From an optimization exercise on the open Yosys and OpenROAD flow, aimed at small area, a short achievable clock period and few clock cycles; shortcuts taken in it are not production practice. Function was not checked in any run shown here: the RTL went through the layout flow alone. No activity file was given, so power comes from the tool's default toggle rates.

$ cat run.sh
#!/bin/bash
# synth_recipe.tcl (not shown) runs the flow's synth.tcl, then flattens the netlist and writes it again
# the make line also repeats each setting of config.mk as NAME=value (left out here)
make -C /OpenROAD-flow-scripts/flow DESIGN_CONFIG=/design/flow/config.mk WORK_HOME=/design/flow/orfs CLKGATE_MAP_FILE= SYNTH_SCRIPT=/design/flow/synth_recipe.tcl finish
$ cat config.mk
export PLATFORM = sky130hd
export DESIGN_NAME = stack_machine
export DESIGN_NICKNAME = stack_machine
export VERILOG_FILES = /design/flow/design.v
export SDC_FILE = /design/flow/constraint.sdc
export NUM_CORES = 4
export LEC_CHECK = 0
export CAP_MARGIN = 20
export CORE_MARGIN = 2
export CORE_UTILIZATION = 40
export SETUP_SLACK_MARGIN = 1.5
export SLEW_MARGIN = 20
$ cat constraint.sdc
create_clock -name core_clock -period 7.0 [get_ports {clk}]
set_input_delay 1.4000 -clock core_clock [delete_from_list [all_inputs] [get_ports {clk}]]
set_output_delay 1.4000 -clock core_clock [all_outputs]
set_load 0.01 [all_outputs]
$ cat design.v
module stack_machine_mulchunk (
    input  [18:0] x,
    input  [4:0]  one,
    input  [4:0]  two,
    input  [4:0]  neg,
    input  [18:0] acc,
    input         first,
    input         s,
    input         n4next,
    output [28:0] msum
);
wire [19:0] xe = {x[18], x};
wire neg0 = neg[0];
wire one0 = one[0];
wire two0 = two[0];
wire w0_0 = ((one0 & xe[0]) | (two0 & 1'b0)) ^ neg0;
wire w0_1 = ((one0 & xe[1]) | (two0 & xe[0])) ^ neg0;
wire w0_2 = ((one0 & xe[2]) | (two0 & xe[1])) ^ neg0;
wire w0_3 = ((one0 & xe[3]) | (two0 & xe[2])) ^ neg0;
wire w0_4 = ((one0 & xe[4]) | (two0 & xe[3])) ^ neg0;
wire w0_5 = ((one0 & xe[5]) | (two0 & xe[4])) ^ neg0;
wire w0_6 = ((one0 & xe[6]) | (two0 & xe[5])) ^ neg0;
wire w0_7 = ((one0 & xe[7]) | (two0 & xe[6])) ^ neg0;
wire w0_8 = ((one0 & xe[8]) | (two0 & xe[7])) ^ neg0;
wire w0_9 = ((one0 & xe[9]) | (two0 & xe[8])) ^ neg0;
wire w0_10 = ((one0 & xe[10]) | (two0 & xe[9])) ^ neg0;
wire w0_11 = ((one0 & xe[11]) | (two0 & xe[10])) ^ neg0;
wire w0_12 = ((one0 & xe[12]) | (two0 & xe[11])) ^ neg0;
wire w0_13 = ((one0 & xe[13]) | (two0 & xe[12])) ^ neg0;
wire w0_14 = ((one0 & xe[14]) | (two0 & xe[13])) ^ neg0;
wire w0_15 = ((one0 & xe[15]) | (two0 & xe[14])) ^ neg0;
wire w0_16 = ((one0 & xe[16]) | (two0 & xe[15])) ^ neg0;
wire w0_17 = ((one0 & xe[17]) | (two0 & xe[16])) ^ neg0;
wire w0_18 = ((one0 & xe[18]) | (two0 & xe[17])) ^ neg0;
wire w0_19 = ((one0 & xe[19]) | (two0 & xe[18])) ^ neg0;
wire neg1 = neg[1];
wire one1 = one[1];
wire two1 = two[1];
wire w1_0 = ((one1 & xe[0]) | (two1 & 1'b0)) ^ neg1;
wire w1_1 = ((one1 & xe[1]) | (two1 & xe[0])) ^ neg1;
wire w1_2 = ((one1 & xe[2]) | (two1 & xe[1])) ^ neg1;
wire w1_3 = ((one1 & xe[3]) | (two1 & xe[2])) ^ neg1;
wire w1_4 = ((one1 & xe[4]) | (two1 & xe[3])) ^ neg1;
wire w1_5 = ((one1 & xe[5]) | (two1 & xe[4])) ^ neg1;
wire w1_6 = ((one1 & xe[6]) | (two1 & xe[5])) ^ neg1;
wire w1_7 = ((one1 & xe[7]) | (two1 & xe[6])) ^ neg1;
wire w1_8 = ((one1 & xe[8]) | (two1 & xe[7])) ^ neg1;
wire w1_9 = ((one1 & xe[9]) | (two1 & xe[8])) ^ neg1;
wire w1_10 = ((one1 & xe[10]) | (two1 & xe[9])) ^ neg1;
wire w1_11 = ((one1 & xe[11]) | (two1 & xe[10])) ^ neg1;
wire w1_12 = ((one1 & xe[12]) | (two1 & xe[11])) ^ neg1;
wire w1_13 = ((one1 & xe[13]) | (two1 & xe[12])) ^ neg1;
wire w1_14 = ((one1 & xe[14]) | (two1 & xe[13])) ^ neg1;
wire w1_15 = ((one1 & xe[15]) | (two1 & xe[14])) ^ neg1;
wire w1_16 = ((one1 & xe[16]) | (two1 & xe[15])) ^ neg1;
wire w1_17 = ((one1 & xe[17]) | (two1 & xe[16])) ^ neg1;
wire w1_18 = ((one1 & xe[18]) | (two1 & xe[17])) ^ neg1;
wire w1_19 = ((one1 & xe[19]) | (two1 & xe[18])) ^ neg1;
wire neg2 = neg[2];
wire one2 = one[2];
wire two2 = two[2];
wire w2_0 = ((one2 & xe[0]) | (two2 & 1'b0)) ^ neg2;
wire w2_1 = ((one2 & xe[1]) | (two2 & xe[0])) ^ neg2;
wire w2_2 = ((one2 & xe[2]) | (two2 & xe[1])) ^ neg2;
wire w2_3 = ((one2 & xe[3]) | (two2 & xe[2])) ^ neg2;
wire w2_4 = ((one2 & xe[4]) | (two2 & xe[3])) ^ neg2;
wire w2_5 = ((one2 & xe[5]) | (two2 & xe[4])) ^ neg2;
wire w2_6 = ((one2 & xe[6]) | (two2 & xe[5])) ^ neg2;
wire w2_7 = ((one2 & xe[7]) | (two2 & xe[6])) ^ neg2;
wire w2_8 = ((one2 & xe[8]) | (two2 & xe[7])) ^ neg2;
wire w2_9 = ((one2 & xe[9]) | (two2 & xe[8])) ^ neg2;
wire w2_10 = ((one2 & xe[10]) | (two2 & xe[9])) ^ neg2;
wire w2_11 = ((one2 & xe[11]) | (two2 & xe[10])) ^ neg2;
wire w2_12 = ((one2 & xe[12]) | (two2 & xe[11])) ^ neg2;
wire w2_13 = ((one2 & xe[13]) | (two2 & xe[12])) ^ neg2;
wire w2_14 = ((one2 & xe[14]) | (two2 & xe[13])) ^ neg2;
wire w2_15 = ((one2 & xe[15]) | (two2 & xe[14])) ^ neg2;
wire w2_16 = ((one2 & xe[16]) | (two2 & xe[15])) ^ neg2;
wire w2_17 = ((one2 & xe[17]) | (two2 & xe[16])) ^ neg2;
wire w2_18 = ((one2 & xe[18]) | (two2 & xe[17])) ^ neg2;
wire w2_19 = ((one2 & xe[19]) | (two2 & xe[18])) ^ neg2;
wire neg3 = neg[3];
wire one3 = one[3];
wire two3 = two[3];
wire w3_0 = ((one3 & xe[0]) | (two3 & 1'b0)) ^ neg3;
wire w3_1 = ((one3 & xe[1]) | (two3 & xe[0])) ^ neg3;
wire w3_2 = ((one3 & xe[2]) | (two3 & xe[1])) ^ neg3;
wire w3_3 = ((one3 & xe[3]) | (two3 & xe[2])) ^ neg3;
wire w3_4 = ((one3 & xe[4]) | (two3 & xe[3])) ^ neg3;
wire w3_5 = ((one3 & xe[5]) | (two3 & xe[4])) ^ neg3;
wire w3_6 = ((one3 & xe[6]) | (two3 & xe[5])) ^ neg3;
wire w3_7 = ((one3 & xe[7]) | (two3 & xe[6])) ^ neg3;
wire w3_8 = ((one3 & xe[8]) | (two3 & xe[7])) ^ neg3;
wire w3_9 = ((one3 & xe[9]) | (two3 & xe[8])) ^ neg3;
wire w3_10 = ((one3 & xe[10]) | (two3 & xe[9])) ^ neg3;
wire w3_11 = ((one3 & xe[11]) | (two3 & xe[10])) ^ neg3;
wire w3_12 = ((one3 & xe[12]) | (two3 & xe[11])) ^ neg3;
wire w3_13 = ((one3 & xe[13]) | (two3 & xe[12])) ^ neg3;
wire w3_14 = ((one3 & xe[14]) | (two3 & xe[13])) ^ neg3;
wire w3_15 = ((one3 & xe[15]) | (two3 & xe[14])) ^ neg3;
wire w3_16 = ((one3 & xe[16]) | (two3 & xe[15])) ^ neg3;
wire w3_17 = ((one3 & xe[17]) | (two3 & xe[16])) ^ neg3;
wire w3_18 = ((one3 & xe[18]) | (two3 & xe[17])) ^ neg3;
wire w3_19 = ((one3 & xe[19]) | (two3 & xe[18])) ^ neg3;
wire neg4 = neg[4];
wire one4 = one[4];
wire two4 = two[4];
wire w4_0 = ((one4 & xe[0]) | (two4 & 1'b0)) ^ neg4;
wire w4_1 = ((one4 & xe[1]) | (two4 & xe[0])) ^ neg4;
wire w4_2 = ((one4 & xe[2]) | (two4 & xe[1])) ^ neg4;
wire w4_3 = ((one4 & xe[3]) | (two4 & xe[2])) ^ neg4;
wire w4_4 = ((one4 & xe[4]) | (two4 & xe[3])) ^ neg4;
wire w4_5 = ((one4 & xe[5]) | (two4 & xe[4])) ^ neg4;
wire w4_6 = ((one4 & xe[6]) | (two4 & xe[5])) ^ neg4;
wire w4_7 = ((one4 & xe[7]) | (two4 & xe[6])) ^ neg4;
wire w4_8 = ((one4 & xe[8]) | (two4 & xe[7])) ^ neg4;
wire w4_9 = ((one4 & xe[9]) | (two4 & xe[8])) ^ neg4;
wire w4_10 = ((one4 & xe[10]) | (two4 & xe[9])) ^ neg4;
wire w4_11 = ((one4 & xe[11]) | (two4 & xe[10])) ^ neg4;
wire w4_12 = ((one4 & xe[12]) | (two4 & xe[11])) ^ neg4;
wire w4_13 = ((one4 & xe[13]) | (two4 & xe[12])) ^ neg4;
wire w4_14 = ((one4 & xe[14]) | (two4 & xe[13])) ^ neg4;
wire w4_15 = ((one4 & xe[15]) | (two4 & xe[14])) ^ neg4;
wire w4_16 = ((one4 & xe[16]) | (two4 & xe[15])) ^ neg4;
wire w4_17 = ((one4 & xe[17]) | (two4 & xe[16])) ^ neg4;
wire w4_18 = ((one4 & xe[18]) | (two4 & xe[17])) ^ neg4;
wire w4_19 = ((one4 & xe[19]) | (two4 & xe[18])) ^ neg4;
wire [28:0] kc = 29'd358088704;
wire [7:0] rnd = 8'd128 - {7'd0, s};
wire [28:0] arow = {kc[28], kc[27], kc[26], kc[25], kc[24], kc[23], kc[22], kc[21], kc[20], (first ? kc[19] : ~acc[18]), (first ? n4next : acc[18]), (~first & acc[17]), (~first & acc[16]), (~first & acc[15]), (~first & acc[14]), (~first & acc[13]), (~first & acc[12]), (~first & acc[11]), (~first & acc[10]), (~first & acc[9]), (first ? neg[4] : acc[8]), (first ? rnd[7] : acc[7]), (first ? rnd[6] : acc[6]), (first ? rnd[5] : acc[5]), (first ? rnd[4] : acc[4]), (first ? rnd[3] : acc[3]), (first ? rnd[2] : acc[2]), (first ? rnd[1] : acc[1]), (first ? rnd[0] : acc[0])};
wire t1 = w0_4 ^ w1_2;
wire t2 = w0_4 & w1_2;
wire t3 = w0_5 ^ w1_3;
wire t4 = w0_5 & w1_3;
wire t5 = w0_6 ^ w1_4 ^ w2_2;
wire t6 = (w0_6 & w1_4) | (w0_6 & w2_2) | (w1_4 & w2_2);
wire t7 = w3_0 ^ neg3;
wire t8 = w3_0 & neg3;
wire t9 = w0_7 ^ w1_5 ^ w2_3;
wire t10 = (w0_7 & w1_5) | (w0_7 & w2_3) | (w1_5 & w2_3);
wire t11 = w3_1 ^ arow[7];
wire t12 = w3_1 & arow[7];
wire t13 = w0_8 ^ w1_6 ^ w2_4;
wire t14 = (w0_8 & w1_6) | (w0_8 & w2_4) | (w1_6 & w2_4);
wire t15 = w3_2 ^ w4_0 ^ arow[8];
wire t16 = (w3_2 & w4_0) | (w3_2 & arow[8]) | (w4_0 & arow[8]);
wire t17 = w0_9 ^ w1_7 ^ w2_5;
wire t18 = (w0_9 & w1_7) | (w0_9 & w2_5) | (w1_7 & w2_5);
wire t19 = w3_3 ^ w4_1 ^ arow[9];
wire t20 = (w3_3 & w4_1) | (w3_3 & arow[9]) | (w4_1 & arow[9]);
wire t21 = w0_10 ^ w1_8 ^ w2_6;
wire t22 = (w0_10 & w1_8) | (w0_10 & w2_6) | (w1_8 & w2_6);
wire t23 = w3_4 ^ w4_2 ^ arow[10];
wire t24 = (w3_4 & w4_2) | (w3_4 & arow[10]) | (w4_2 & arow[10]);
wire t25 = w0_11 ^ w1_9 ^ w2_7;
wire t26 = (w0_11 & w1_9) | (w0_11 & w2_7) | (w1_9 & w2_7);
wire t27 = w3_5 ^ w4_3 ^ arow[11];
wire t28 = (w3_5 & w4_3) | (w3_5 & arow[11]) | (w4_3 & arow[11]);
wire t29 = w0_12 ^ w1_10 ^ w2_8;
wire t30 = (w0_12 & w1_10) | (w0_12 & w2_8) | (w1_10 & w2_8);
wire t31 = w3_6 ^ w4_4 ^ arow[12];
wire t32 = (w3_6 & w4_4) | (w3_6 & arow[12]) | (w4_4 & arow[12]);
wire t33 = w0_13 ^ w1_11 ^ w2_9;
wire t34 = (w0_13 & w1_11) | (w0_13 & w2_9) | (w1_11 & w2_9);
wire t35 = w3_7 ^ w4_5 ^ arow[13];
wire t36 = (w3_7 & w4_5) | (w3_7 & arow[13]) | (w4_5 & arow[13]);
wire t37 = w0_14 ^ w1_12 ^ w2_10;
wire t38 = (w0_14 & w1_12) | (w0_14 & w2_10) | (w1_12 & w2_10);
wire t39 = w3_8 ^ w4_6 ^ arow[14];
wire t40 = (w3_8 & w4_6) | (w3_8 & arow[14]) | (w4_6 & arow[14]);
wire t41 = w0_15 ^ w1_13 ^ w2_11;
wire t42 = (w0_15 & w1_13) | (w0_15 & w2_11) | (w1_13 & w2_11);
wire t43 = w3_9 ^ w4_7 ^ arow[15];
wire t44 = (w3_9 & w4_7) | (w3_9 & arow[15]) | (w4_7 & arow[15]);
wire t45 = w0_16 ^ w1_14 ^ w2_12;
wire t46 = (w0_16 & w1_14) | (w0_16 & w2_12) | (w1_14 & w2_12);
wire t47 = w3_10 ^ w4_8 ^ arow[16];
wire t48 = (w3_10 & w4_8) | (w3_10 & arow[16]) | (w4_8 & arow[16]);
wire t49 = w0_17 ^ w1_15 ^ w2_13;
wire t50 = (w0_17 & w1_15) | (w0_17 & w2_13) | (w1_15 & w2_13);
wire t51 = w3_11 ^ w4_9 ^ arow[17];
wire t52 = (w3_11 & w4_9) | (w3_11 & arow[17]) | (w4_9 & arow[17]);
wire t53 = w0_18 ^ w1_16 ^ w2_14;
wire t54 = (w0_18 & w1_16) | (w0_18 & w2_14) | (w1_16 & w2_14);
wire t55 = w3_12 ^ w4_10 ^ arow[18];
wire t56 = (w3_12 & w4_10) | (w3_12 & arow[18]) | (w4_10 & arow[18]);
wire t57 = ~w0_19 ^ w1_17 ^ w2_15;
wire t58 = (~w0_19 & w1_17) | (~w0_19 & w2_15) | (w1_17 & w2_15);
wire t59 = w3_13 ^ w4_11 ^ arow[19];
wire t60 = (w3_13 & w4_11) | (w3_13 & arow[19]) | (w4_11 & arow[19]);
wire t61 = w1_18 ^ w2_16 ^ w3_14;
wire t62 = (w1_18 & w2_16) | (w1_18 & w3_14) | (w2_16 & w3_14);
wire t63 = w4_12 ^ arow[20];
wire t64 = w4_12 & arow[20];
wire t65 = ~w1_19 ^ w2_17 ^ w3_15;
wire t66 = (~w1_19 & w2_17) | (~w1_19 & w3_15) | (w2_17 & w3_15);
wire t67 = w4_13 ^ arow[21];
wire t68 = w4_13 & arow[21];
wire t69 = w2_18 ^ w3_16 ^ w4_14;
wire t70 = (w2_18 & w3_16) | (w2_18 & w4_14) | (w3_16 & w4_14);
wire t71 = ~w2_19 ^ w3_17;
wire t72 = ~w2_19 & w3_17;
wire t73 = w0_2 ^ w1_0;
wire t74 = w0_2 & w1_0;
wire t75 = w0_3 ^ w1_1;
wire t76 = w0_3 & w1_1;
wire t77 = w2_0 ^ neg2 ^ arow[4];
wire t78 = (w2_0 & neg2) | (w2_0 & arow[4]) | (neg2 & arow[4]);
wire t79 = w2_1 ^ arow[5] ^ t2;
wire t80 = (w2_1 & arow[5]) | (w2_1 & t2) | (arow[5] & t2);
wire t81 = arow[6] ^ t4 ^ t5;
wire t82 = (arow[6] & t4) | (arow[6] & t5) | (t4 & t5);
wire t83 = t6 ^ t8 ^ t9;
wire t84 = (t6 & t8) | (t6 & t9) | (t8 & t9);
wire t85 = t10 ^ t12 ^ t13;
wire t86 = (t10 & t12) | (t10 & t13) | (t12 & t13);
wire t87 = t14 ^ t16 ^ t17;
wire t88 = (t14 & t16) | (t14 & t17) | (t16 & t17);
wire t89 = t18 ^ t20 ^ t21;
wire t90 = (t18 & t20) | (t18 & t21) | (t20 & t21);
wire t91 = t22 ^ t24 ^ t25;
wire t92 = (t22 & t24) | (t22 & t25) | (t24 & t25);
wire t93 = t26 ^ t28 ^ t29;
wire t94 = (t26 & t28) | (t26 & t29) | (t28 & t29);
wire t95 = t30 ^ t32 ^ t33;
wire t96 = (t30 & t32) | (t30 & t33) | (t32 & t33);
wire t97 = t34 ^ t36 ^ t37;
wire t98 = (t34 & t36) | (t34 & t37) | (t36 & t37);
wire t99 = t38 ^ t40 ^ t41;
wire t100 = (t38 & t40) | (t38 & t41) | (t40 & t41);
wire t101 = t42 ^ t44 ^ t45;
wire t102 = (t42 & t44) | (t42 & t45) | (t44 & t45);
wire t103 = t46 ^ t48 ^ t49;
wire t104 = (t46 & t48) | (t46 & t49) | (t48 & t49);
wire t105 = t50 ^ t52 ^ t53;
wire t106 = (t50 & t52) | (t50 & t53) | (t52 & t53);
wire t107 = t54 ^ t56 ^ t57;
wire t108 = (t54 & t56) | (t54 & t57) | (t56 & t57);
wire t109 = t58 ^ t60 ^ t61;
wire t110 = (t58 & t60) | (t58 & t61) | (t60 & t61);
wire t111 = t62 ^ t64 ^ t65;
wire t112 = (t62 & t64) | (t62 & t65) | (t64 & t65);
wire t113 = arow[22] ^ t66 ^ t68;
wire t114 = (arow[22] & t66) | (arow[22] & t68) | (t66 & t68);
wire t115 = w4_15 ^ arow[23] ^ t70;
wire t116 = (w4_15 & arow[23]) | (w4_15 & t70) | (arow[23] & t70);
wire t117 = w3_18 ^ w4_16 ^ arow[24];
wire t118 = (w3_18 & w4_16) | (w3_18 & arow[24]) | (w4_16 & arow[24]);
wire t119 = ~w3_19 ^ w4_17;
wire t120 = ~w3_19 & w4_17;
wire t121 = w0_0 ^ neg0;
wire t122 = w0_0 & neg0;
wire t123 = w0_1 ^ arow[1];
wire t124 = w0_1 & arow[1];
wire t125 = neg1 ^ arow[2] ^ t73;
wire t126 = (neg1 & arow[2]) | (neg1 & t73) | (arow[2] & t73);
wire t127 = arow[3] ^ t74 ^ t75;
wire t128 = (arow[3] & t74) | (arow[3] & t75) | (t74 & t75);
wire t129 = t1 ^ t76 ^ t77;
wire t130 = (t1 & t76) | (t1 & t77) | (t76 & t77);
wire t131 = t3 ^ t78 ^ t79;
wire t132 = (t3 & t78) | (t3 & t79) | (t78 & t79);
wire t133 = t7 ^ t80 ^ t81;
wire t134 = (t7 & t80) | (t7 & t81) | (t80 & t81);
wire t135 = t11 ^ t82 ^ t83;
wire t136 = (t11 & t82) | (t11 & t83) | (t82 & t83);
wire t137 = t15 ^ t84 ^ t85;
wire t138 = (t15 & t84) | (t15 & t85) | (t84 & t85);
wire t139 = t19 ^ t86 ^ t87;
wire t140 = (t19 & t86) | (t19 & t87) | (t86 & t87);
wire t141 = t23 ^ t88 ^ t89;
wire t142 = (t23 & t88) | (t23 & t89) | (t88 & t89);
wire t143 = t27 ^ t90 ^ t91;
wire t144 = (t27 & t90) | (t27 & t91) | (t90 & t91);
wire t145 = t31 ^ t92 ^ t93;
wire t146 = (t31 & t92) | (t31 & t93) | (t92 & t93);
wire t147 = t35 ^ t94 ^ t95;
wire t148 = (t35 & t94) | (t35 & t95) | (t94 & t95);
wire t149 = t39 ^ t96 ^ t97;
wire t150 = (t39 & t96) | (t39 & t97) | (t96 & t97);
wire t151 = t43 ^ t98 ^ t99;
wire t152 = (t43 & t98) | (t43 & t99) | (t98 & t99);
wire t153 = t47 ^ t100 ^ t101;
wire t154 = (t47 & t100) | (t47 & t101) | (t100 & t101);
wire t155 = t51 ^ t102 ^ t103;
wire t156 = (t51 & t102) | (t51 & t103) | (t102 & t103);
wire t157 = t55 ^ t104 ^ t105;
wire t158 = (t55 & t104) | (t55 & t105) | (t104 & t105);
wire t159 = t59 ^ t106 ^ t107;
wire t160 = (t59 & t106) | (t59 & t107) | (t106 & t107);
wire t161 = t63 ^ t108 ^ t109;
wire t162 = (t63 & t108) | (t63 & t109) | (t108 & t109);
wire t163 = t67 ^ t110 ^ t111;
wire t164 = (t67 & t110) | (t67 & t111) | (t110 & t111);
wire t165 = t69 ^ t112 ^ t113;
wire t166 = (t69 & t112) | (t69 & t113) | (t112 & t113);
wire t167 = t71 ^ t114 ^ t115;
wire t168 = (t71 & t114) | (t71 & t115) | (t114 & t115);
wire t169 = t72 ^ t116 ^ t117;
wire t170 = (t72 & t116) | (t72 & t117) | (t116 & t117);
wire t171 = arow[25] ^ t118 ^ t119;
wire t172 = (arow[25] & t118) | (arow[25] & t119) | (t118 & t119);
wire t173 = w4_18 ^ arow[26] ^ t120;
wire t174 = (w4_18 & arow[26]) | (w4_18 & t120) | (arow[26] & t120);
wire t175 = ~w4_19 ^ arow[27];
wire t176 = ~w4_19 & arow[27];
wire [28:0] ra = {arow[28], t174, t172, t170, t168, t166, t164, t162, t160, t158, t156, t154, t152, t150, t148, t146, t144, t142, t140, t138, t136, t134, t132, t130, t128, t126, t124, t122, arow[0]};
wire [28:0] rb = {t176, t175, t173, t171, t169, t167, t165, t163, t161, t159, t157, t155, t153, t151, t149, t147, t145, t143, t141, t139, t137, t135, t133, t131, t129, t127, t125, t123, t121};
assign msum = ra + rb;
endmodule
module stack_machine (
    clk,
    rst,
    start,
    ready,
    x_input,
    y_output,
    skip_pixel,
    output_queue_index,
    output_queue_get,
    output_queue_length,
    output_queue_data_out,
    output_queue_ready
);
input clk;
input rst;
input      start;
output     ready;
input      [9:0] x_input;
output     [8:0] y_output;
output           skip_pixel;
output     [5:0]  output_queue_index;
output reg        output_queue_get;
input      [6:0]  output_queue_length;
input      [19:0] output_queue_data_out;
input             output_queue_ready;
localparam NS = 10;               
localparam [18:0] VMAX = 19'h3ffff;
localparam [18:0] VMIN = 19'h40000;
localparam [4:0] ST_IDLE  = 5'd0,
                 ST_RUN   = 4'd1,
                 ST_FIN   = 4'd2,
                 ST_SINIT = 4'd3,
                 ST_TSCAN = 4'd4,
                 ST_ROOTS = 4'd5,
                 ST_DN    = 4'd6,
                 ST_FS1   = 4'd7,
                 ST_FS2   = 4'd8,
                 ST_UPB   = 4'd9,
                 ST_UPS   = 4'd10,
                 ST_FS3   = 4'd11,
                 ST_SWAP  = 4'd12,
                 ST_OPX   = 4'd13,
                 ST_OPW   = 4'd14,
                 ST_ROOT  = 4'd15,
                 ST_DEC   = 5'd16,
                 ST_DEC3  = 5'd17,
                 ST_UPA   = 5'd18;
localparam [1:0] U_MUL = 2'd0, U_POW = 2'd1, U_DIV = 2'd2;
reg  [4:0]  state;
reg         rdy;
reg  [18:0] S [0:NS-1];
reg  [3:0]  dp;                   
reg  [6:0]  c;                    
reg         pend;                 
reg         rv;                   
reg         u_busy;
reg  [1:0]  u_kind;
reg  [3:0]  u_cnt;
reg         u_wb;                 
reg  [10:0] pw;                   
reg         byp;                  
reg  [18:0] acc;                  
reg  [18:0] rem;                  
reg  [1:0]  ml;                   
reg  [9:0]  mlo;                  
reg         dsign;
reg         dovf;
reg  [6:0]  cnt;
reg  [6:0]  q;
reg  [6:0]  sq;
reg  [6:0]  sr;
wire [18:0] S0 = S[0];
wire [18:0] S1 = S[1];
assign ready = rdy;
assign output_queue_index = f[5:0];
wire [9:0]  xr  = x_input;
wire [6:0]  xm  = {1'b0, xr[9:6], 2'b0} + {1'b0, xr[5:0]};
reg  [4:0]  xmq;
reg  [2:0]  xb;
always @(*) begin
    case (xm)
        7'd0: begin xmq = 5'd0; xb = 3'd0; end
        7'd1: begin xmq = 5'd0; xb = 3'd1; end
        7'd2: begin xmq = 5'd0; xb = 3'd2; end
        7'd3: begin xmq = 5'd0; xb = 3'd3; end
        7'd4: begin xmq = 5'd0; xb = 3'd4; end
        7'd5: begin xmq = 5'd1; xb = 3'd0; end
        7'd6: begin xmq = 5'd1; xb = 3'd1; end
        7'd7: begin xmq = 5'd1; xb = 3'd2; end
        7'd8: begin xmq = 5'd1; xb = 3'd3; end
        7'd9: begin xmq = 5'd1; xb = 3'd4; end
        7'd10: begin xmq = 5'd2; xb = 3'd0; end
        7'd11: begin xmq = 5'd2; xb = 3'd1; end
        7'd12: begin xmq = 5'd2; xb = 3'd2; end
        7'd13: begin xmq = 5'd2; xb = 3'd3; end
        7'd14: begin xmq = 5'd2; xb = 3'd4; end
        7'd15: begin xmq = 5'd3; xb = 3'd0; end
        7'd16: begin xmq = 5'd3; xb = 3'd1; end
        7'd17: begin xmq = 5'd3; xb = 3'd2; end
        7'd18: begin xmq = 5'd3; xb = 3'd3; end
        7'd19: begin xmq = 5'd3; xb = 3'd4; end
        7'd20: begin xmq = 5'd4; xb = 3'd0; end
        7'd21: begin xmq = 5'd4; xb = 3'd1; end
        7'd22: begin xmq = 5'd4; xb = 3'd2; end
        7'd23: begin xmq = 5'd4; xb = 3'd3; end
        7'd24: begin xmq = 5'd4; xb = 3'd4; end
        7'd25: begin xmq = 5'd5; xb = 3'd0; end
        7'd26: begin xmq = 5'd5; xb = 3'd1; end
        7'd27: begin xmq = 5'd5; xb = 3'd2; end
        7'd28: begin xmq = 5'd5; xb = 3'd3; end
        7'd29: begin xmq = 5'd5; xb = 3'd4; end
        7'd30: begin xmq = 5'd6; xb = 3'd0; end
        7'd31: begin xmq = 5'd6; xb = 3'd1; end
        7'd32: begin xmq = 5'd6; xb = 3'd2; end
        7'd33: begin xmq = 5'd6; xb = 3'd3; end
        7'd34: begin xmq = 5'd6; xb = 3'd4; end
        7'd35: begin xmq = 5'd7; xb = 3'd0; end
        7'd36: begin xmq = 5'd7; xb = 3'd1; end
        7'd37: begin xmq = 5'd7; xb = 3'd2; end
        7'd38: begin xmq = 5'd7; xb = 3'd3; end
        7'd39: begin xmq = 5'd7; xb = 3'd4; end
        7'd40: begin xmq = 5'd8; xb = 3'd0; end
        7'd41: begin xmq = 5'd8; xb = 3'd1; end
        7'd42: begin xmq = 5'd8; xb = 3'd2; end
        7'd43: begin xmq = 5'd8; xb = 3'd3; end
        7'd44: begin xmq = 5'd8; xb = 3'd4; end
        7'd45: begin xmq = 5'd9; xb = 3'd0; end
        7'd46: begin xmq = 5'd9; xb = 3'd1; end
        7'd47: begin xmq = 5'd9; xb = 3'd2; end
        7'd48: begin xmq = 5'd9; xb = 3'd3; end
        7'd49: begin xmq = 5'd9; xb = 3'd4; end
        7'd50: begin xmq = 5'd10; xb = 3'd0; end
        7'd51: begin xmq = 5'd10; xb = 3'd1; end
        7'd52: begin xmq = 5'd10; xb = 3'd2; end
        7'd53: begin xmq = 5'd10; xb = 3'd3; end
        7'd54: begin xmq = 5'd10; xb = 3'd4; end
        7'd55: begin xmq = 5'd11; xb = 3'd0; end
        7'd56: begin xmq = 5'd11; xb = 3'd1; end
        7'd57: begin xmq = 5'd11; xb = 3'd2; end
        7'd58: begin xmq = 5'd11; xb = 3'd3; end
        7'd59: begin xmq = 5'd11; xb = 3'd4; end
        7'd60: begin xmq = 5'd12; xb = 3'd0; end
        7'd61: begin xmq = 5'd12; xb = 3'd1; end
        7'd62: begin xmq = 5'd12; xb = 3'd2; end
        7'd63: begin xmq = 5'd12; xb = 3'd3; end
        7'd64: begin xmq = 5'd12; xb = 3'd4; end
        7'd65: begin xmq = 5'd13; xb = 3'd0; end
        7'd66: begin xmq = 5'd13; xb = 3'd1; end
        7'd67: begin xmq = 5'd13; xb = 3'd2; end
        7'd68: begin xmq = 5'd13; xb = 3'd3; end
        7'd69: begin xmq = 5'd13; xb = 3'd4; end
        7'd70: begin xmq = 5'd14; xb = 3'd0; end
        7'd71: begin xmq = 5'd14; xb = 3'd1; end
        7'd72: begin xmq = 5'd14; xb = 3'd2; end
        7'd73: begin xmq = 5'd14; xb = 3'd3; end
        7'd74: begin xmq = 5'd14; xb = 3'd4; end
        7'd75: begin xmq = 5'd15; xb = 3'd0; end
        7'd76: begin xmq = 5'd15; xb = 3'd1; end
        7'd77: begin xmq = 5'd15; xb = 3'd2; end
        7'd78: begin xmq = 5'd15; xb = 3'd3; end
        7'd79: begin xmq = 5'd15; xb = 3'd4; end
        7'd80: begin xmq = 5'd16; xb = 3'd0; end
        7'd81: begin xmq = 5'd16; xb = 3'd1; end
        7'd82: begin xmq = 5'd16; xb = 3'd2; end
        7'd83: begin xmq = 5'd16; xb = 3'd3; end
        7'd84: begin xmq = 5'd16; xb = 3'd4; end
        7'd85: begin xmq = 5'd17; xb = 3'd0; end
        7'd86: begin xmq = 5'd17; xb = 3'd1; end
        7'd87: begin xmq = 5'd17; xb = 3'd2; end
        7'd88: begin xmq = 5'd17; xb = 3'd3; end
        7'd89: begin xmq = 5'd17; xb = 3'd4; end
        7'd90: begin xmq = 5'd18; xb = 3'd0; end
        7'd91: begin xmq = 5'd18; xb = 3'd1; end
        7'd92: begin xmq = 5'd18; xb = 3'd2; end
        7'd93: begin xmq = 5'd18; xb = 3'd3; end
        7'd94: begin xmq = 5'd18; xb = 3'd4; end
        7'd95: begin xmq = 5'd19; xb = 3'd0; end
        7'd96: begin xmq = 5'd19; xb = 3'd1; end
        7'd97: begin xmq = 5'd19; xb = 3'd2; end
        7'd98: begin xmq = 5'd19; xb = 3'd3; end
        7'd99: begin xmq = 5'd19; xb = 3'd4; end
        7'd100: begin xmq = 5'd20; xb = 3'd0; end
        7'd101: begin xmq = 5'd20; xb = 3'd1; end
        7'd102: begin xmq = 5'd20; xb = 3'd2; end
        7'd103: begin xmq = 5'd20; xb = 3'd3; end
        7'd104: begin xmq = 5'd20; xb = 3'd4; end
        7'd105: begin xmq = 5'd21; xb = 3'd0; end
        7'd106: begin xmq = 5'd21; xb = 3'd1; end
        7'd107: begin xmq = 5'd21; xb = 3'd2; end
        7'd108: begin xmq = 5'd21; xb = 3'd3; end
        7'd109: begin xmq = 5'd21; xb = 3'd4; end
        7'd110: begin xmq = 5'd22; xb = 3'd0; end
        7'd111: begin xmq = 5'd22; xb = 3'd1; end
        7'd112: begin xmq = 5'd22; xb = 3'd2; end
        7'd113: begin xmq = 5'd22; xb = 3'd3; end
        7'd114: begin xmq = 5'd22; xb = 3'd4; end
        7'd115: begin xmq = 5'd23; xb = 3'd0; end
        7'd116: begin xmq = 5'd23; xb = 3'd1; end
        7'd117: begin xmq = 5'd23; xb = 3'd2; end
        7'd118: begin xmq = 5'd23; xb = 3'd3; end
        7'd119: begin xmq = 5'd23; xb = 3'd4; end
        7'd120: begin xmq = 5'd24; xb = 3'd0; end
        7'd121: begin xmq = 5'd24; xb = 3'd1; end
        7'd122: begin xmq = 5'd24; xb = 3'd2; end
        7'd123: begin xmq = 5'd24; xb = 3'd3; end
        default: begin xmq = 5'd0; xb = 3'd0; end
    endcase
end
wire [7:0]  xa  = {2'b0, xr[9:6], 2'b0} + {1'b0, xr[9:6], 3'b0} + {3'd0, xmq};
wire [3:0]  xt  = {xb, xr < 10'd320};
reg  [5:0]  xlo;
always @(*) begin
    case (xt)
        4'b0000: xlo = 6'd0;   4'b0001: xlo = 6'd0;
        4'b0010: xlo = 6'd12;  4'b0011: xlo = 6'd13;
        4'b0100: xlo = 6'd25;  4'b0101: xlo = 6'd26;
        4'b0110: xlo = 6'd38;  4'b0111: xlo = 6'd39;
        4'b1000: xlo = 6'd51;  4'b1001: xlo = 6'd52;
        default: xlo = 6'd0;
    endcase
end
wire [12:0] xhi = {5'd0, xa} - 13'd64;
wire [18:0] X   = {xhi, xlo};
wire [19:0] qd     = output_queue_data_out;
wire        it_op  = qd[19] & (qd[2:0] != 3'd6);
wire [2:0]  opc    = qd[2:0];
wire [18:0] pv     = qd[19] ? X : qd[18:0];
wire [19:0] sum   = {S1[18], S1} + {S0[18], S0};
wire [19:0] dif   = {S1[18], S1} - {S0[18], S0};
wire [18:0] r_add = (sum[19] != sum[18]) ? (sum[19] ? VMIN : VMAX) : sum[18:0];
wire [18:0] r_sub = (dif[19] != dif[18]) ? (dif[19] ? VMIN : VMAX) : dif[18:0];
function [14:0] bdec;            
    input [10:0] b;
    integer j;
    begin
        for (j = 0; j < 5; j = j + 1) begin
            bdec[10 + j] = b[2*j+2];
            bdec[5 + j]  = (b[2*j+2] & ~b[2*j+1] & ~b[2*j]) | (~b[2*j+2] & b[2*j+1] & b[2*j]);
            bdec[j]      = b[2*j+1] ^ b[2*j];
        end
    end
endfunction
reg  [14:0] bsel;
reg         xs_s1;
wire [28:0] msum;
wire [18:0] r_mul;
wire [18:0] mraw  = {acc[6:0], mlo, ml};
wire [18:0] mx    = xs_s1 ? S1 : byp ? mraw : S0;
stack_machine_mulchunk mulchunk (
    .x     (mx),
    .one   (bsel[4:0]),
    .two   (bsel[9:5]),
    .neg   (bsel[14:10]),
    .acc   (acc),
    .first (~u_cnt[0]),
    .s     (mx[18] ^ S1[18]),
    .n4next(S1[18]),
    .msum  (msum)
);
wire        m_hi  = ~acc[18] & (acc[17:6] != 12'd0);
wire        m_lo  =  acc[18] & (acc[17:6] != 12'hfff);
assign      r_mul = m_hi ? VMAX : m_lo ? VMIN : mraw;
wire [18:0] aS0 = S0[18] ? -S0 : S0;
wire [18:0] aS1 = S1[18] ? -S1 : S1;
wire [19:0] d1  = {rem, S1[18]} - {1'b0, S0};
wire        q1  = ~d1[19];
wire [19:0] d2a = {d1[18:0], S1[17]} - {1'b0, S0};
wire [19:0] d2b = {rem[17:0], S1[18], S1[17]} - {1'b0, S0};
wire        q2  = q1 ? ~d2a[19] : ~d2b[19];
wire [18:0] r2  = q1 ? (~d2a[19] ? d2a[18:0] : {d1[17:0], S1[17]}) :
                       (~d2b[19] ? d2b[18:0] : {rem[16:0], S1[18], S1[17]});
wire [19:0] da  = {aS1[18:9]} - {1'b0, aS0};
wire        qa  = ~da[19];
wire [18:0] ra  = qa ? da[18:0] : {9'd0, aS1[18:9]};
wire [17:0] dq  = {S1[16:0], q1};
wire [18:0] r_div = dovf ? (dsign ? VMIN : VMAX) : (dsign ? -{1'b0, dq} : {1'b0, dq});
wire        [18:0] s0v = (dp == 4'd0) ? 19'd0 : S0;
wire signed [24:0] sx  = {{6{s0v[18]}}, s0v};
wire signed [24:0] yr  = 25'sd61440 + {17'd0, s0v[7:0]} - (sx <<< 4) - (sx <<< 2);
wire               yskip = yr[24] | (yr >= 25'sd123136);
reg                dzf;           
assign y_output   = yr[16:8];
assign skip_pixel = dzf | yskip;
wire [6:0] L = output_queue_length;
wire [6:0] fp1 = f + 7'd1;
wire       c_eq  = (c == L);
wire       c1_eq = (c + 7'd1 == L);
wire [6:0] fm1 = f - 7'd1;
wire [6:0] cmp_a = (state == ST_UPS) ? sq : q;
wire [6:0] cmp_c = (state == ST_FS2) ? sr : (state == ST_FS3) ? sq : q;
wire [8:0] cmp_d = {2'b0, cmp_a} + {2'b0, f} - {1'b0, cmp_c, 1'b0} - ((state == ST_UPS) ? 9'd2 : 9'd0);
wire       cmp_le = cmp_d[8] | (cmp_d == 9'd0);
wire       cmp_ge = ~cmp_d[8];
reg  [4:0]  state_n;
reg  [6:0]  f;                    
reg         s0sm;                 
reg         s0pw;                 
wire st_run = (state == ST_RUN);
wire psat     = m_hi | m_lo;
wire byps_fin = u_busy & ~u_wb & byp & psat;
wire wb     = (u_busy & u_wb) | byps_fin;                        
wire exo    = st_run & pend & wb & ~it_op;                       
wire wb_pop = wb & ~exo;
wire byps   = u_busy & ~u_wb & byp & ~psat;                      
wire divs   = u_busy & ~u_wb & ~byp & (u_kind == U_DIV);         
wire dz     = divs & (u_cnt == 4'd0) & (S0 == 19'd0);            
wire wbnext = u_busy & ~u_wb &
              ((u_kind == U_DIV) ? (u_cnt == 4'd7) : (u_cnt[0] & ~(u_kind == U_POW && pw > 11'd2)));
wire exr    = st_run & pend & ~u_busy;                           
wire ex     = exr | ((state == ST_DN) & rv & ~it_op) | ((state == ST_OPX) & rv);
wire dpfull = (dp == NS);
wire dplow  = (dp < 4'd2);
wire ovf    = exr & ~it_op & dpfull;                             
wire e_push = ex & ~it_op & ~(exr & dpfull);
wire e_und  = ex & it_op & dplow;                                
wire e_opv  = ex & it_op & ~dplow;
wire o_add  = e_opv & (opc == 3'd0);
wire o_mul  = e_opv & (opc == 3'd2);
wire o_div  = e_opv & (opc == 3'd3);
wire o_pow  = e_opv & (opc == 3'd4);
wire o_sub  = e_opv & ~(opc == 3'd0 || opc == 3'd2 || opc == 3'd3 || opc == 3'd4);
wire o_pd   = o_pow & s0sm & S0[8];                              
wire o_p0   = o_pow & s0sm & ~S0[8];                             
wire o_pc   = o_pow & ~s0sm;                                     
wire fin_dr = (state == ST_FIN) & (dp > 4'd1);
wire rt_dr  = (state == ST_ROOT) & (sq != 7'd0);
wire swp    = (state == ST_SWAP);
wire up     = o_add | o_sub | o_p0 | o_pd | wb_pop | fin_dr | rt_dr;    
wire s0cpy  = o_pd | o_pc | fin_dr | rt_dr | swp;                       
wire ustart = o_mul | o_div | o_pc;
wire [1:0] ustart_kind = o_div ? U_DIV : o_pc ? U_POW : U_MUL;
wire ex_done = e_push | o_add | o_sub | o_p0 | o_pd;
wire [18:0] res_u = byps_fin ? ((m_hi ^ (S1[18] & ~pw[0])) ? VMAX : VMIN) :
                    (u_kind == U_DIV) ? r_div :
                    (u_kind == U_POW && pw[10:1] == 10'd0) ? (pw[0] ? S0 : 19'd256) : r_mul;
wire s0chg = e_push | exo | o_add | o_sub | o_p0 | s0cpy | o_div | wb_pop | byps;
always @(*) begin
    state_n = state;
    if (dz)         state_n = ST_IDLE;
    else if (ovf)   state_n = ST_SINIT;
    else if (e_und) state_n = ST_IDLE;
end
wire u_busy_n = ustart | (u_busy & ~dz & ~u_wb & ~byps_fin);
integer k;
wire [18:0] s1b = (e_push | swp) ? S0 : up ? S[2] : exo ? res_u : o_div ? {aS1[8:0], 9'd0, qa} : S1;
wire nxt_hi = ustart ? ((o_mul & ~s0pw) | (o_pc & s0pw)) :
              (u_busy & ~u_wb & (u_kind != U_DIV) & ~u_cnt[0] & ~(byp & psat));
always @(posedge clk) begin
    if (e_push | exo)       S[0] <= pv;
    else if (o_add)         S[0] <= r_add;
    else if (o_sub)         S[0] <= r_sub;
    else if (o_p0)          S[0] <= 19'd256;
    else if (s0cpy)         S[0] <= S1;
    else if (o_div)         S[0] <= aS0;
    else if (wb_pop | byps) S[0] <= res_u;
    if (e_push | swp)       S[1] <= S0;
    else if (up)            S[1] <= S[2];
    else if (exo)           S[1] <= res_u;
    else if (o_div)         S[1] <= {aS1[8:0], 9'd0, qa};
    else if (divs)          S[1] <= {S1[16:0], q1, q2};
    for (k = 2; k < NS; k = k + 1) begin
        if (e_push)         S[k] <= S[k-1];
        else if (up && k < NS - 1) S[k] <= S[k+1];
    end
    if (e_push | exo) begin
        s0sm <= ~qd[19] & (qd[18:9] == 10'd0);
        s0pw <= ~qd[19] & (qd[18:9] != 10'd0);
    end else if (s0chg) begin
        s0sm <= 1'b0;
        s0pw <= 1'b0;
    end
    xs_s1 <= ~u_busy_n & ((e_push | exo) ? (~qd[19] & (qd[18:9] != 10'd0)) : s0chg ? 1'b0 : s0pw);
    bsel <= nxt_hi ? bdec({s1b[18], s1b[18:9]}) : bdec({s1b[9:0], 1'b0});
    if (e_push)  dp <= dp + 4'd1;
    else if (up) dp <= dp - 4'd1;
    acc <= msum[28:10];
    mlo <= msum[9:0];
    rem <= (u_busy && u_kind == U_DIV) ? r2 : ra;
    u_busy <= u_busy_n;
    if (ustart) begin
        u_kind <= ustart_kind;
        u_cnt  <= 4'd0;
        u_wb   <= 1'b0;
        byp    <= 1'b0;
        if ((ustart_kind == U_MUL && !s0pw) || (ustart_kind == U_POW && s0pw)) begin
            ml    <= msum[9:8];
            u_cnt <= 4'd1;
        end
        if (ustart_kind == U_POW) begin
            pw   <= S0[18:8];
            u_wb <= (S0[18:9] == 10'd0);
        end
        if (ustart_kind == U_DIV) begin
            dsign <= S0[18] ^ S1[18];
            dovf  <= ({10'd0, aS1[18:10]} >= aS0);
        end
    end else if (u_busy) begin
        if (u_wb) begin
            u_wb  <= 1'b0;
            u_cnt <= 4'd0;
        end else if (u_kind == U_DIV) begin
            u_cnt <= dz ? 4'd0 : u_cnt + 4'd1;
            if (u_cnt == 4'd7) u_wb <= 1'b1;
        end else if (!u_cnt[0]) begin
            if (!byps_fin) begin
                ml    <= msum[9:8];
                u_cnt <= 4'd1;
            end
            byp   <= 1'b0;
        end else begin
            u_cnt <= 4'd0;
            if (u_kind == U_POW && pw > 11'd2) begin
                byp <= 1'b1;
                pw  <= pw - 11'd1;
            end else u_wb <= 1'b1;
        end
    end
    if (dz) dzf <= 1'b1;
    if (state == ST_IDLE && start) dzf <= 1'b0;
    if ((state == ST_IDLE && start) || state == ST_SINIT) dp <= 4'd0;
    if (rst) begin
        u_busy <= 1'b0;
        u_wb   <= 1'b0;
        u_cnt  <= 4'd0;
        byp    <= 1'b0;
        dp     <= 4'd0;
    end
end
always @(posedge clk) begin
    rv   <= output_queue_get;
    rdy  <= 1'b0;
    output_queue_get <= 1'b0;
    case (state)
        ST_IDLE: begin
            rdy <= 1'b1;
            output_queue_get   <= 1'b1;
            f <= 7'd0;
            if (start) begin
                c    <= 7'd0;
                pend <= 1'b1;
                rdy  <= 1'b0;
                if (L == 7'd0) begin
                    rdy <= 1'b1;
                end else begin
                    state <= ST_RUN;
                    f <= 7'd1;
                    output_queue_get   <= (L > 7'd1);
                end
            end
        end
        ST_RUN: begin
            begin : run_blk
                reg p_n;
                reg [6:0] fn;
                reg [6:0] cn;
                p_n = output_queue_get | (pend & ~exr & ~exo);
                fn  = f + {6'd0, output_queue_get};
                cn  = c + {6'd0, exr | exo};
                pend <= p_n;
                f    <= fn;
                c    <= cn;
                output_queue_get   <= (fn < L) & (~p_n | ~u_busy_n |
                                      (~output_queue_get & pend & ~exr & ~it_op & wbnext));
                if (state_n != ST_RUN) begin
                    state <= state_n;
                    output_queue_get <= 1'b0;
                    if (state_n == ST_IDLE) begin
                        rdy <= 1'b1;
                        output_queue_get   <= 1'b1;
                                    f <= 7'd0;
                    end
                end else if ((ex_done | (u_busy & ~u_busy_n)) & ((exr | exo) ? c1_eq : c_eq)) begin
                    if (e_push ? (dp == 4'd0) : up ? (dp <= 4'd2) : (dp <= 4'd1)) begin
                        state <= ST_IDLE;
                        rdy   <= 1'b1;
                        output_queue_get <= 1'b1;
                        f <= 7'd0;
                    end else begin
                        state <= ST_FIN;
                        output_queue_get <= 1'b0;
                    end
                end
            end
        end
        ST_FIN: begin
            if (dp <= 4'd1) begin
                state <= ST_IDLE;
                rdy   <= 1'b1;
                output_queue_get   <= 1'b1;
                    f <= 7'd0;
            end
        end
        ST_SINIT: begin
            f   <= 7'd0;
            cnt <= 7'd0;
            if (L == 7'd0) begin
                c <= 7'd0;
                state <= ST_ROOTS;
            end else begin
                output_queue_get <= 1'b1;
                state <= ST_TSCAN;
            end
        end
        ST_TSCAN: if (rv) begin
            if (it_op && cnt < 7'd2) begin
                c <= f;
                state <= ST_ROOTS;
            end else begin
                cnt <= it_op ? cnt - 7'd1 : cnt + 7'd1;
                f   <= fp1;
                if (fp1 == L) begin
                    c <= L;
                    state <= ST_ROOTS;
                end else output_queue_get <= 1'b1;
            end
        end
        ST_ROOTS: begin
            if (c == 7'd0) state <= ST_FIN;
            else begin
                f <= c;
                state <= ST_DEC;
            end
        end
        ST_DEC: begin
            f <= fm1;
            q <= fm1;
            output_queue_get <= 1'b1;
            state <= ST_DN;
        end
        ST_DEC3: begin
            f   <= fm1;
            cnt <= 7'd1;
            output_queue_get <= 1'b1;
            state <= ST_FS3;
        end
        ST_DN: if (rv) begin
            if (!it_op) begin
                sq <= f;
                state <= ST_UPB;
            end else begin
                f   <= fm1;
                cnt <= 7'd1;
                output_queue_get <= 1'b1;
                state <= ST_FS1;
            end
        end
        ST_FS1, ST_FS2, ST_FS3: if (rv) begin
            begin : fs_blk
                reg [6:0] cn;
                cn = it_op ? cnt + 7'd1 : cnt - 7'd1;
                if (cn != 7'd0) begin
                    cnt <= cn;
                    f   <= fm1;
                    output_queue_get <= 1'b1;
                end else if (state == ST_FS1) begin
                    sr  <= f;
                    f   <= fm1;
                    cnt <= 7'd1;
                    output_queue_get <= 1'b1;
                    state <= ST_FS2;
                end else if (state == ST_FS2) begin
                    f <= cmp_le ? sr : q;
                    state <= ST_DEC;
                end else begin
                    if (cmp_ge) begin
                        f <= sq;
                        state <= ST_DEC;
                    end else begin
                        q  <= sr;
                        sq <= f;
                        f  <= sr;
                        output_queue_get <= 1'b1;
                        state <= ST_OPX;
                    end
                end
            end
        end
        ST_UPB: begin
            f   <= q;
            cnt <= 7'd0;
            state <= ST_UPA;
        end
        ST_UPA: begin
            if (fp1 == c) state <= ST_ROOT;
            else begin
                f <= fp1;
                output_queue_get <= 1'b1;
                state <= ST_UPS;
            end
        end
        ST_UPS: if (rv) begin
            if (it_op && cnt == 7'd0) begin
                sr <= f;
                f  <= sq;
                state <= ST_DEC3;
            end else if (it_op && cnt == 7'd1) begin
                sr <= f;
                if (cmp_le) state <= ST_DEC;
                else begin
                    q <= f;
                    output_queue_get <= 1'b1;
                    state <= ST_SWAP;
                end
            end else begin
                cnt <= it_op ? cnt - 7'd1 : cnt + 7'd1;
                state <= ST_UPA;
            end
        end
        ST_SWAP: state <= ST_OPX;
        ST_OPX: if (rv) begin
            if (state_n == ST_IDLE) begin
                state <= ST_IDLE;
                rdy   <= 1'b1;
                output_queue_get   <= 1'b1;
                    f <= 7'd0;
            end else if (ustart) state <= ST_OPW;
            else state <= ST_UPB;
        end
        ST_OPW: begin
            if (dz) begin
                state <= ST_IDLE;
                rdy   <= 1'b1;
                output_queue_get   <= 1'b1;
                    f <= 7'd0;
            end else if (!u_busy_n) state <= ST_UPB;
        end
        ST_ROOT: begin
            if (sq == 7'd0) state <= ST_FIN;
            else begin
                f <= sq;
                state <= ST_DEC;
            end
        end
        default: state <= ST_IDLE;
    endcase
    if (rst) begin
        state <= ST_IDLE;
        rdy   <= 1'b1;
        output_queue_get <= 1'b1;
        pend  <= 1'b0;
        f     <= 7'd0;
    end
end
endmodule
==> results of run 1 <==
cell usage in the layout (no fill, tap or decap), types with 44 or more instances in the layout:
cell type,instances
nand3_1,84
xor2_1,102
a21o_1,66
dfxtp_1,86
mux2i_1,81
ha_1,245
nor2_1,286
inv_1,295
clkbuf_16,44
a22oi_1,108
clkdlybuf4s50_1,49
fa_1,91
edfxtp_1,243
nor2b_1,44
xnor2_1,217
nor3_1,95
o21ai_0,250
a21oi_1,274
buf_4,224
nand2b_1,52
nand2_1,688
power groups by stage:
stage | sequential (mW) | combinational (mW) | clock, mW
floorplan | 3.20 | 14.3 | 0
global placement | 3.52 | 18.2 | 0
detailed placement | 3.53 | 18.4 | 0
CTS | 3.48 | 19.1 | 2.36
global route | 3.53 | 22.1 | 2.44
finish | 3.49 | 19.7 | 2.32
flip-flops by register name (all words and copies together), names as in the netlist, 2 cells and up:
register	count
q	7
sr	7
u_cnt	4
dp	4
acc	19
S	190
sq	7
c	7
bsel	15
f	7
ml	2
pw	11
u_kind	2
mlo	10
state	5
cnt	7
rem	19
repair_timing:
item	in CTS	in global routing
setup endpoints to repair	82	87
pin swaps	37	64
resized for setup	108	139
hold endpoints to repair	0	0
cloned	1	1
setup buffers	52	35
worst min path at each step:
stage | slack, ns | startpoint | end
after floorplan | 0.42 | output_queue_get$_SDFF_PP1_ | rv$_DFF_P_
after global placement | 0.43 | S[8][5]$_DFFE_PP_ | S[9][5]$_DFFE_PP_
after detailed placement | 0.44 | S[8][1]$_DFFE_PP_ | S[9][1]$_DFFE_PP_
after CTS | 0.42 | S[8][18]$_DFFE_PP_ | S[9][18]$_DFFE_PP_
after global routing | 0.42 | S[8][18]$_DFFE_PP_ | S[9][18]$_DFFE_PP_
final | 0.43 | S[8][18]$_DFFE_PP_ | S[9][18]$_DFFE_PP_
Yosys cell counts (66+ instances only):
cell type,instances,area share
nand2_1,698,0.074
a21oi_1,304,0.043
inv_1,304,0.032
nor2_1,300,0.032
o21ai_0,272,0.039
ha_1,259,0.092
edfxtp_1,243,0.21
xnor2_1,221,0.055
clkbuf_1,218,0.023
a22oi_1,112,0.024
xor2_1,105,0.026
nor3_1,98,0.014
dfxtp_1,93,0.053
fa_1,91,0.052
mux2i_1,89,0.025
nand3_1,84,0.012
a21o_1,66,0.014
cells by family (layout without fill, tap and decap cells):
kind of cell,after synthesis,count (layout),synth area share
DFF,336,336,0.259
buffers and inverters,578,707,0.0625
muxes,105,105,0.0316
AOI/OAI and AO/OA,1229,1229,0.228
and+or+nand+nor,1514,1515,0.195
xor gates and xnor gates,327,327,0.0812
adders and majority gates,350,350,0.143
final cells by class:
cell class | count | area, µm² | area share
multi-input combinational | 3526 | 25000 | 0.611
sequential | 336 | 9180 | 0.225
timing repair buffer | 311 | 2600 | 0.0636
tap | 1165 | 1460 | 0.0357
clock buffer | 65 | 1240 | 0.0303
inverter | 314 | 1220 | 0.0298
clock inverter | 17 | 216 | 0.00529
per-stage QoR:
step | power [mW] | cells | setup slack [ns] | util | hold slack (ns)
after floorplan | 17.5 | 4439 | 1.47 | - | 0.417
after global placement | 21.7 | 5562 | 0.532 | 0.430 | 0.429
after detailed placement | 21.9 | 5563 | 0.493 | 0.430 | 0.435
after CTS | 25.0 | 5698 | 0.898 | 0.457 | 0.418
after global routing | 28.0 | 5734 | 0.568 | 0.465 | 0.422
final | 25.5 | 5734 | 0.827 | 0.465 | 0.428
routing by layer:
metal	track usage	wire [µm]	vias up
li1	-	-	16000
met1	0.378	55500	16400
met2	0.408	53600	1463
met3	0.0406	10300	327
met4	0.113	6260	4
met5	0	28	-
==> results.json, run 1 <==
{
  "path_clk_slew_ns": 0.06,
  "vias": 34200,
  "layout_min_cycle_time_ns": 6.17,
  "place_congestion": 0.989,
  "die_w_um": 301,
  "setup_tns_ns": 0,
  "fmax_ghz": 0.162,
  "die_h_um": 301,
  "rsz0062_at_grt": "yes",
  "synth_edf_count": 243,
  "root_buffer": "clkbuf_16",
  "antenna_found_initial": 3,
  "ir_drop_uv": 940,
  "io_buffers": 57,
  "period_share": 0.882,
  "avgSynthCellArea_um2": 7.97,
  "worstHoldPathCells": 0,
  "worstMarginPinSlew_ns": 1.23,
  "clock_latency_ns": 0.63,
  "die_area_um2": 90800,
  "fin_area_um2": 40900,
  "routed_wl_mm": 126,
  "io_pins": 59,
  "finalClockSkew_ns": 0.0777,
  "dr.pass1.iters": 7,
  "crit_required_ns": 5.60,
  "syn_to_final_growth_pct": 15.6,
  "rows": 109,
  "drive_above_1_share": 0.123,
  "drt_iter0_markers": 3689,
  "critPathMaxFanout": 5,
  "critPathLaunchType": "flip-flop",
  "endpoint_kind": "primary output",
  "regToRegSetupSlack_ns": 1.09,
  "track_usage": 0.268,
  "tritoncts": "yes",
  "seqPwrFrac": 0.137,
  "slew_violations": 0,
  "drc_errors": 0,
  "r2r-start": "S[0][1]$_DFFE_PP_",
  "synth_ff_type": "edfxtp_1",
  "path_depth": 19,
  "dpl_cell_area_um2": 37800,
  "hold_violations": 0,
  "cts_inserted_buffers": 44,
  "syn_area_um2": 35400,
  "ys_ff_latch": 336,
  "cts_sinks": 336,
  "combPwrFrac": 0.772,
  "p_switching_mw": 12.6,
  "r2r_cells": 29,
  "fin_nets": 4924,
  "relSlewSlack": 0.180,
  "setup-violations-final": 0,
  "synth_async_sr_flop_share": 0,
  "p_leak_nw": 16.8,
  "internal-power_mw": 12.9,
  "routedWlPerCell_um": 21.9,
  "critPathLaunch": "dp[3]$_SDFFE_PP0P_",
  "ys_warn_count": 2,
  "cpLargestDelayFamily": "compound AO/OA/AOI/OAI gates",
  "slowest_delay_ns": 0.54,
  "critPathSlowestCell": "fa_1",
  "fillers": 8693,
  "worstPathArrival_ns": 4.77,
  "hold_class": "flip-flop to flip-flop",
  "cp_num_buf_inv": 2,
  "start_util": 0.402,
  "swShare": 0.494,
  "first_global_vias": 31700,
  "ant_nets": 0,
  "powerDensity_nw_per_um2": 623,
  "clock_path_buffers": 3,
  "critical_path.cell_chain": "nor2_4 -> nand2_8 -> nand2_4 -> inv_2 -> fa_1 -> ha_4 -> a21o_1 -> a21o_1 -> a221oi_2 -> nor2b_1 -> o21a_2 -> nor4_4 -> o21ai_2 -> o41ai_4 -> o21bai_1 -> a21oi_1 -> mux2_2 -> nand4_1 -> buf_2",
  "synth_cells": 4439,
  "clockPowerShare": 0.091,
  "outcome": "timing/DRC/antenna clean",
  "dp_hpwl_mm": 92.6,
  "cts.htree.levels": 2,
  "regToRegEndpoint": "S[0][12]$_DFFE_PP_",
  "syn_nets": 4830,
  "path_class": "flip-flop to primary output",
  "ys_types": 99,
  "timing.max_cap.violations": 0,
  "cp_common_cell": "a21o_1",
  "endpoint": "skip_pixel",
  "via_per_inst": 5.97,
  "grt_pass1_wl_mm": 191,
  "diodes": 0,
  "coreArea_um2": 88000,
  "grt_max_degree": 135,
  "overflow": 0,
  "ys_seq_area_frac": 0.259,
  "holdBufCountCts": 0
}
==> run 2, diff against run 1 <==
--- a/design.v
+++ b/design.v
@@ -653,7 +653,7 @@
 end
 wire u_busy_n = ustart | (u_busy & ~dz & ~u_wb & ~byps_fin);
 integer k;
-wire [18:0] s1b = (e_push | swp) ? S0 : up ? S[2] : exo ? res_u : o_div ? {aS1[8:0], 9'd0, qa} : S1;
+wire [18:0] s1b = (e_push | swp) ? S0 : up ? S[2] : exo ? res_u : S1;    
 wire nxt_hi = ustart ? ((o_mul & ~s0pw) | (o_pc & s0pw)) :
               (u_busy & ~u_wb & (u_kind != U_DIV) & ~u_cnt[0] & ~(byp & psat));
 always @(posedge clk) begin
==> run 2 against run 1 <==
  * Sequential power is 11% lower
  * Setup slack better by 0.57 ns
  * Die area is 0.45% lower
  * First-iteration DRC count is 2.5% higher
  * Non-clock buffer count is 6 lower
  * Total power is 8.2% lower
  * Final cell count is 5.0% lower
  * Critical endpoint unchanged
  * Largest cell class unchanged
==> results.json, run 2 <==
{
  "drc_errors": 0,
  "p_switching_mw": 11.0,
  "track_usage": 0.265,
  "io_buffers": 57,
  "coreArea_um2": 87000,
  "period_share": 0.800,
  "ys_seq_area_frac": 0.260,
  "synth_area_leaders": "edfxtp_1 (21%), ha_1 (9.2%), xnor2_1 (5.9%)",
  "die_h_um": 301,
  "via_per_inst": 6.08,
  "overflow": 0,
  "ir_drop_uv": 1020,
  "synth_cells": 4163,
  "stdcell_count": 5450,
  "post-route-util": 0.468,
  "worstPathArrival_ns": 4.20,
  "regToRegSetupSlack_ns": 1.42,
  "endpoint_kind": "primary output",
  "powerDensity_nw_per_um2": 575,
  "ys_warn_count": 2,
  "die_w_um": 301,
  "cts_sinks": 336,
  "setup-violations-final": 0,
  "worstMarginPinSlew_ns": 1.11,
  "antenna_found_initial": 3,
  "tritoncts": "yes",
  "layout_min_cycle_time_ns": 5.60,
  "timing.max_cap.violations": 0,
  "grt_pass1_wl_mm": 187,
  "ys_types": 93,
  "setup_tns_ns": 0,
  "place_congestion": 1.02,
  "first_global_vias": 31100,
  "fin_nets": 4649,
  "p_leak_nw": 15.9,
  "outcome": "timing/DRC/antenna clean",
  "finalClockSkew_ns": 0.0322,
  "rsz0062_at_grt": "yes",
  "critPathMaxFanout": 7,
  "fmax_ghz": 0.179,
  "root_buffer": "clkbuf_16",
  "yosysMostFrequentCell": "nand2_1",
  "largestRegisters": "S x190, acc x19, rem x19",
  "ys_top_cells_by_count": "nand2_1 (352), inv_1 (312), o21ai_0 (306), a21oi_1 (287), ha_1 (259)",
  "placed_cells": 5283,
  "syn_area_um2": 35200,
  "combPwrFrac": 0.768,
  "vias": 33100,
  "die_area_um2": 90400,
  "relSlewSlack": 0.255,
  "synth_top_area_share": 0.207,
  "avgSynthCellArea_um2": 8.45,
  "top_register": "S",
  "final_cell_mix": "nand2_1 (340), inv_1 (305), o21ai_0 (288)",
  "hold_class": "flip-flop to flip-flop",
  "syn_to_final_growth_pct": 15.7,
  "io_pins": 59,
  "ant_nets": 0,
  "synth_ff_type": "edfxtp_1",
  "synth_top_cell_by_area": "edfxtp_1",
  "rows": 108,
  "start_util": 0.404,
  "swShare": 0.470,
  "internal-power_mw": 12.4,
  "layout_commonest_cell": "nand2_1",
  "synth_edf_count": 243,
  "largest_reg_flops": 190,
  "path_clk_slew_ns": 0.06,
  "drt_iter0_markers": 3783,
  "synth_async_sr_flop_share": 0,
  "hold_violations": 0,
  "critPathLaunchType": "flip-flop",
  "seqPwrFrac": 0.133,
  "routedWlPerCell_um": 22.7,
  "path_class": "flip-flop to primary output",
  "slew_violations": 0,
  "cts_inserted_buffers": 42,
  "drive_above_1_share": 0.158,
  "dp_hpwl_mm": 91.1,
  "crit_required_ns": 5.60,
  "dr.pass1.iters": 8,
  "clock_latency_ns": 0.62,
  "cts.htree.levels": 2,
  "syn_nets": 4554,
  "ys_ff_latch": 336,
  "clockPowerShare": 0.099,
  "routed_wl_mm": 123,
  "grt_max_degree": 81,
  "clock_path_buffers": 3
}
==> run 2: layout make-up <==
type	instances	area (µm²)
fill	8508	46300
multi-input combinational	3256	24900
sequential	336	9170
timing repair buffer	305	2540
tap	1155	1450
inverter	317	1200
clock buffer	54	1160
clock inverter	24	308
antenna	3	7.51
==> run 2: per-stage QoR <==
stage	cell area [µm²]	hold slack, ns	power, mW	setup WS (ns)
floorplan	35300	0.417	13.9	1.51
CTS	40000	0.446	22.1	1.23
detailed placement	37600	0.431	17.4	0.455
global route	40700	0.454	25.4	1.15
global placement	37600	0.424	17.2	0.463
finish	40700	0.441	23.4	1.40
==> run 2: path summary, 6_finish.rpt <==
kind	to	cells past startpoint	start
min	S[9][6]$_DFFE_PP_	0	S[8][6]$_DFFE_PP_
max reg2reg	acc[17]$_DFF_P_	24	S[0][5]$_DFFE_PP_
max	skip_pixel	15	S[0][10]$_DFFE_PP_
min reg2reg	S[9][6]$_DFFE_PP_	0	S[8][6]$_DFFE_PP_
==> run 2: logic make-up (layout without fill, tap and decap cells) <==
group	Yosys count	count (layout)	synth area share
compound gates	1258	1258	0.233
buf+inv	571	700	0.0618
other cells	0	3	0
xor+xnor	329	329	0.0819
fa+ha+maj	350	350	0.144
flops	336	336	0.260
simple gates	1087	1087	0.147
mux	232	232	0.0722
==> run 2: power groups by stage <==
stage | Sequential [mW] | Clock [mW] | Combinational (mW)
2_1_floorplan | 2.90 | 0 | 11.0
3_3_place_gp | 3.15 | 0 | 14.1
3_5_place_dp | 3.16 | 0 | 14.2
4_1_cts | 3.10 | 2.36 | 16.6
5_1_grt | 3.14 | 2.43 | 19.9
6_report | 3.12 | 2.32 | 18.0
==> run 2: what timing repair did <==
item | CTS | global route
setup endpoints to repair | 61 | 96
hold endpoints to repair | 0 | 0
gates cloned | 0 | 1
pin swaps | 42 | 59
hold buffers | 0 | 0
resized for setup | 125 | 113
setup buffers | 57 | 28
==> run 2: metal layers <==
layer / part of all wire / wire [µm] / up-vias / track usage
met1: 0.42 / 51300 / 15800 / 0.352
met5: 0.00013 / 16 / - / 0.00265
li1: - / - / 15400 / -
met2: 0.43 / 53700 / 1574 / 0.410
met4: 0.051 / 6330 / 2 / 0.117
met3: 0.098 / 12100 / 392 / 0.0610
==> run 2: critical path, cell delays in order, from the launching register on <==
cell and delay, ns:
edfxtp_1 0.64, inv_1 0.38, a21oi_1 0.45, ha_1 0.30
inv_1 0.06, ha_1 0.31, and3_1 0.24, a21oi_4 0.20
buf_6 0.12, nor2b_2 0.03, nor2_2 0.10, o21bai_1 0.10
xor2_1 0.18, a31oi_1 0.18, o2111ai_1 0.11, buf_2 0.17

## static timing again, ports no longer ideal
The results above use ideal ports. As a check the final layouts listed here were re-extracted and re-timed, cells and wires unchanged. Step 1 (the two cells are an assumption about what drives the block):
set clk [get_ports {clk}]
set_driving_cell -lib_cell sky130_fd_sc_hd__clkbuf_16 $clk
set_driving_cell -lib_cell sky130_fd_sc_hd__buf_2 [delete_from_list [all_inputs] $clk]
Step 2 also shifts input and output timing later by t, the mid clock arrival at the registers, as if the neighbouring blocks saw the same clock. a / b / c = no drivers / after step 1 / after step 2; a / b = the first two.
run | shift t [ns] | setup WS [ns] | worst slew at a driven data input, ns
run 1 | 0.662 | 0.827 / 0.752 / 0.863 | 0.06
run 2 | 0.669 | 1.399 / 1.331 / 0.820 | 0.09
After both steps every run listed still meets setup and hold. For run 2, which loses most, drivers alone change the setup slack by -0.068 ns; drivers and shift together by -0.579 ns.
